Background: an optimization exercise with open tools, aiming at small area, a short achievable clock period and few clock cycles per item. Do not read the settings as production practice.
Only simulation tests tie the RTL to the original design; equivalence was not proved.
The clock input has no modelled driver; a real chip could not lean on it and would need a root buffer or a full tree.
Power figures rest on the tool's default switching activity, not on a simulated workload.

## main
==> flow/design.v <==
`timescale 1ns / 1ps
module medfilter2
(
  CLK,
  RSTn,
  Start_sig,
  Done_sig,
  Data_out,
  Rom_addr,
  Rom_data
);
  input CLK;
  input RSTn;
  input Start_sig;
  output Done_sig;
  output [7:0] Data_out;
  output [17:0] Rom_addr;
  input [7:0] Rom_data;
  reg       st1;       
  reg       start_d;
  reg       run;
  reg [1:0] ph;        
  reg       z;         
  reg       first;     
  reg [8:0] rowA;
  reg [8:0] colA;
  reg       zq;        
  reg       done;
  wire start = st1 & ~start_d;
  always @(posedge CLK or negedge RSTn)
    if (!RSTn) begin
      st1     <= 1'b0;
      start_d <= 1'b0;
    end else begin
      st1     <= Start_sig;
      start_d <= st1;
    end
  reg       eor;       
  wire [8:0] row_inc2 = {rowA[8:1] + 8'd1, rowA[0]};
  wire [8:0] row_dec1 = rowA - 9'd1;
  always @(posedge CLK or negedge RSTn)
    if (!RSTn) begin
      run  <= 1'b0;
      done <= 1'b0;
    end else begin
      if (start)
        run <= 1'b1;
      done <= run & ~start & ph[0] & ~first & ~(~z & colA == 9'd3);
    end
  always @(posedge CLK)
    if (start) begin
      ph    <= 2'd0;
      z     <= 1'b1;
      first <= 1'b1;
      rowA  <= 9'd511;
      colA  <= 9'd0;
      zq    <= 1'b1;
      eor   <= 1'b0;
    end else begin
      ph  <= {ph[0], ~ph[1] & ~ph[0]};
      eor <= ~z & (colA == 9'd511);
      if (ph[1]) begin
        z    <= eor;
        if (!eor)
          rowA <= row_dec1;
        if (!z)
          colA <= colA + 9'd1;
      end else if (ph[0])
        rowA <= row_dec1;
      else
        rowA <= row_inc2;
      zq   <= z | (ph == 2'd0 && rowA == 9'd511) | (ph[0] && rowA == 9'd0);
      if (ph[0] && !z && colA == 9'd2)
        first <= 1'b0;
    end
  assign Rom_addr = {rowA, colA};
  assign Done_sig = done;
  wire g0 = (ph == 2'd0);
  wire g1 = (ph == 2'd1);
  wire g2 = (ph == 2'd2);
  reg [7:0] s0, s1, s2, s3, s4, s5, s6, s7, s8, s9, s10;
  reg [7:0] r0n, r1n, r2n, r3n;    
  reg [7:0] dout;
  wire cA = gt8(s1, s0);
  wire cB = gt8(s2, s0);
  wire hold1 = (g0 | g1) & cA;
  reg q_bc, q_ac, x1, x2, x3;
  wire gab = x3;
  wire gac = q_ac;
  wire gbc = q_bc;
  wire oa = g0 ? (gab & gac)   : g1 ? (gab ^ gac)    : (~gab & ~gac);
  wire ob = g0 ? (~gab & gbc)  : g1 ? ~(gab ^ gbc)   : (gab & ~gbc);
  wire oc = g0 ? (~gac & ~gbc) : g1 ? (gac ^ gbc)    : (gac & gbc);
  wire [7:0] op3n = ~(({8{oa}} & s10) | ({8{ob}} & s7) | ({8{oc}} & s4));
  reg f1, f1d, f2;
  wire fab = f1d;
  wire fac = f2;
  wire fbc = f1;
  wire [7:0] fmed = ~(({8{fab ^ fac}} & r3n) | ({8{~(fab ^ fbc)}} & r2n) | ({8{fac ^ fbc}} & r1n));
  function gt8;
    input [7:0] a, b;
    reg [7:0] g, p;
    reg [3:0] g2, p2;
    reg [1:0] g4, p4;
    integer i;
    begin
      g = a & ~b;
      p = a | ~b;
      for (i = 0; i < 4; i = i + 1) begin
        g2[i] = g[2*i+1] | p[2*i+1] & g[2*i];
        p2[i] = p[2*i+1] & p[2*i];
      end
      for (i = 0; i < 2; i = i + 1) begin
        g4[i] = g2[2*i+1] | p2[2*i+1] & g2[2*i];
        p4[i] = p2[2*i+1] & p2[2*i];
      end
      gt8 = g4[1] | p4[1] & g4[0];
    end
  endfunction
  always @(posedge CLK) begin
    s0  <= Rom_data & {8{~zq}};
    s1  <= hold1 ? s1 : s0;
    s2  <= g2 ? s1 :
           g0 ? (cA ? s0 : s1) :
           (cB ? s2 : (cA ? s0 : s1));
    s3  <= (g1 & cB) ? s0 : s2;
    s4  <= s3;
    s5  <= s4;
    s6  <= s5;
    s7  <= s6;
    s8  <= s7;
    s9  <= s8;
    s10 <= s9;
    q_bc <= gt8(s6, s3);
    q_ac <= gt8(s9, s3);
    x1  <= q_bc;
    x2  <= x1;
    x3  <= x2;
    r0n <= op3n;
    r1n <= r0n;
    r2n <= r1n;
    r3n <= r2n;
    f1  <= gt8(r0n, r1n);
    f2  <= gt8(r0n, r2n);
    f1d <= f1;
    dout <= fmed;
  end
  assign Data_out = dout;
endmodule
export LEC_CHECK = 0
export CAP_MARGIN = 20
export CORE_MARGIN = 2
export CORE_UTILIZATION = 40
export CTS_BUF_LIST = sky130_fd_sc_hd__clkbuf_8
export SETUP_SLACK_MARGIN = 3.4
export SLEW_MARGIN = 20
create_clock -name core_clock -period 5.5 [get_ports {CLK}]
standard.sh (not shown) runs the stock make flow with config.mk's settings and CLKGATE_MAP_FILE= SYNTH_SCRIPT=/design/flow/synth_recipe.tcl, a recipe that flattens the netlist after the stock synthesis.
==> flow/flow/run.sh <==
#!/bin/bash
# The standard layout (standard.sh) with three changes:
# - the port buffers that placement inserts are the library's smallest
#   buffer instead of a delay cell; timing repair resizes them where needed;
# - clock tree synthesis does not add dummy loads to the clock nets;
# - after clock tree synthesis, flow/clocktree.tcl replaces its tree with a
#   two-level one: a root buffer on the clock port driving six leaf buffers,
#   each driving the flip-flops of one region of the core. Later steps
#   (routing, timing repair) run as in the standard flow.
export BUFFER_PORTS_ARGS="-buffer_cell sky130_fd_sc_hd__buf_1"
export CTS_ARGS="-sink_clustering_enable -repair_clock_nets -buf_list sky130_fd_sc_hd__clkbuf_8 -dont_use_dummy_load"
export POST_CTS_TCL="$PWD/flow/clocktree.tcl"
export MCTS_LEAVES=6
export MCTS_LEAF=sky130_fd_sc_hd__clkbuf_16
bash standard.sh > standard.log 2>&1
Other scripts of this flow, unchanged in this note and not shown: flow/flow/clocktree.tcl
Testbench counts of main, summed over its fixed seeds: cycles 2,363,946, items 786,432.
### main -> the feature branch
--- a/flow/design.v
+++ b/flow/design.v
@@ -35,7 +35,7 @@
       st1     <= Start_sig;
       start_d <= st1;
     end
-  reg       eor;       
+  wire      eor = ~z & (&colA);    
   wire [8:0] row_inc2 = {rowA[8:1] + 8'd1, rowA[0]};
   wire [8:0] row_dec1 = rowA - 9'd1;
   always @(posedge CLK or negedge RSTn)
@@ -55,10 +55,8 @@
       rowA  <= 9'd511;
       colA  <= 9'd0;
       zq    <= 1'b1;
-      eor   <= 1'b0;
     end else begin
       ph  <= {ph[0], ~ph[1] & ~ph[0]};
-      eor <= ~z & (colA == 9'd511);
       if (ph[1]) begin
         z    <= eor;
         if (!eor)
--- outcome ---
Cmp the feature branch vs main: total track usage higher in the feature branch
Compared with main, in the feature branch total power has decreased; ratio of final minimum period to clock period higher; final cell area excluding filler cells about even; compound-cell area share of the yosys netlist increased 0.27 points.
For share of synthesized registers carrying an async set or reset, the feature branch and main come out practically identical.
Of the two values seen for kind of critical path, flop to primary output was produced by main and flop to flop by the feature branch.
Testbench counts of the feature branch, summed over its fixed seeds: cycles 2,363,946, items 786,432.
No run of this note takes its clock network from TritonCTS; it comes from the design's own scripts or RTL.

[afterwards: timing with drivers on the ports]
Ports are ideal in the flow. The routed layouts listed here were re-timed in OpenROAD. Step 1, drivers: a clkbuf_16 drives CLK and a buf_2 each remaining input, both assumed. Step 2 also shifts input and output timing later by t, the mid clock arrival at the registers, as if the neighbouring blocks saw the same clock. Slacks: no drivers / after step 1 / after step 2; pairs: no drivers / after step 1.
| run | t (ns) | slack for setup (ns) | worst hold slack (ns) | worst setup path at the end | worst data-port slew with drivers (ns) |
|---|---|---|---|---|---|
| main | 0.430 | 3.461 / 3.426 / 3.552 | 0.332 / 0.332 / 0.332 | register to register | 0.03 |
| the feature branch | 0.427 | 3.428 / 3.428 / 3.428 | 0.336 / 0.336 / 0.336 | register to register | 0.03 |
After both steps every run listed still meets setup and hold.
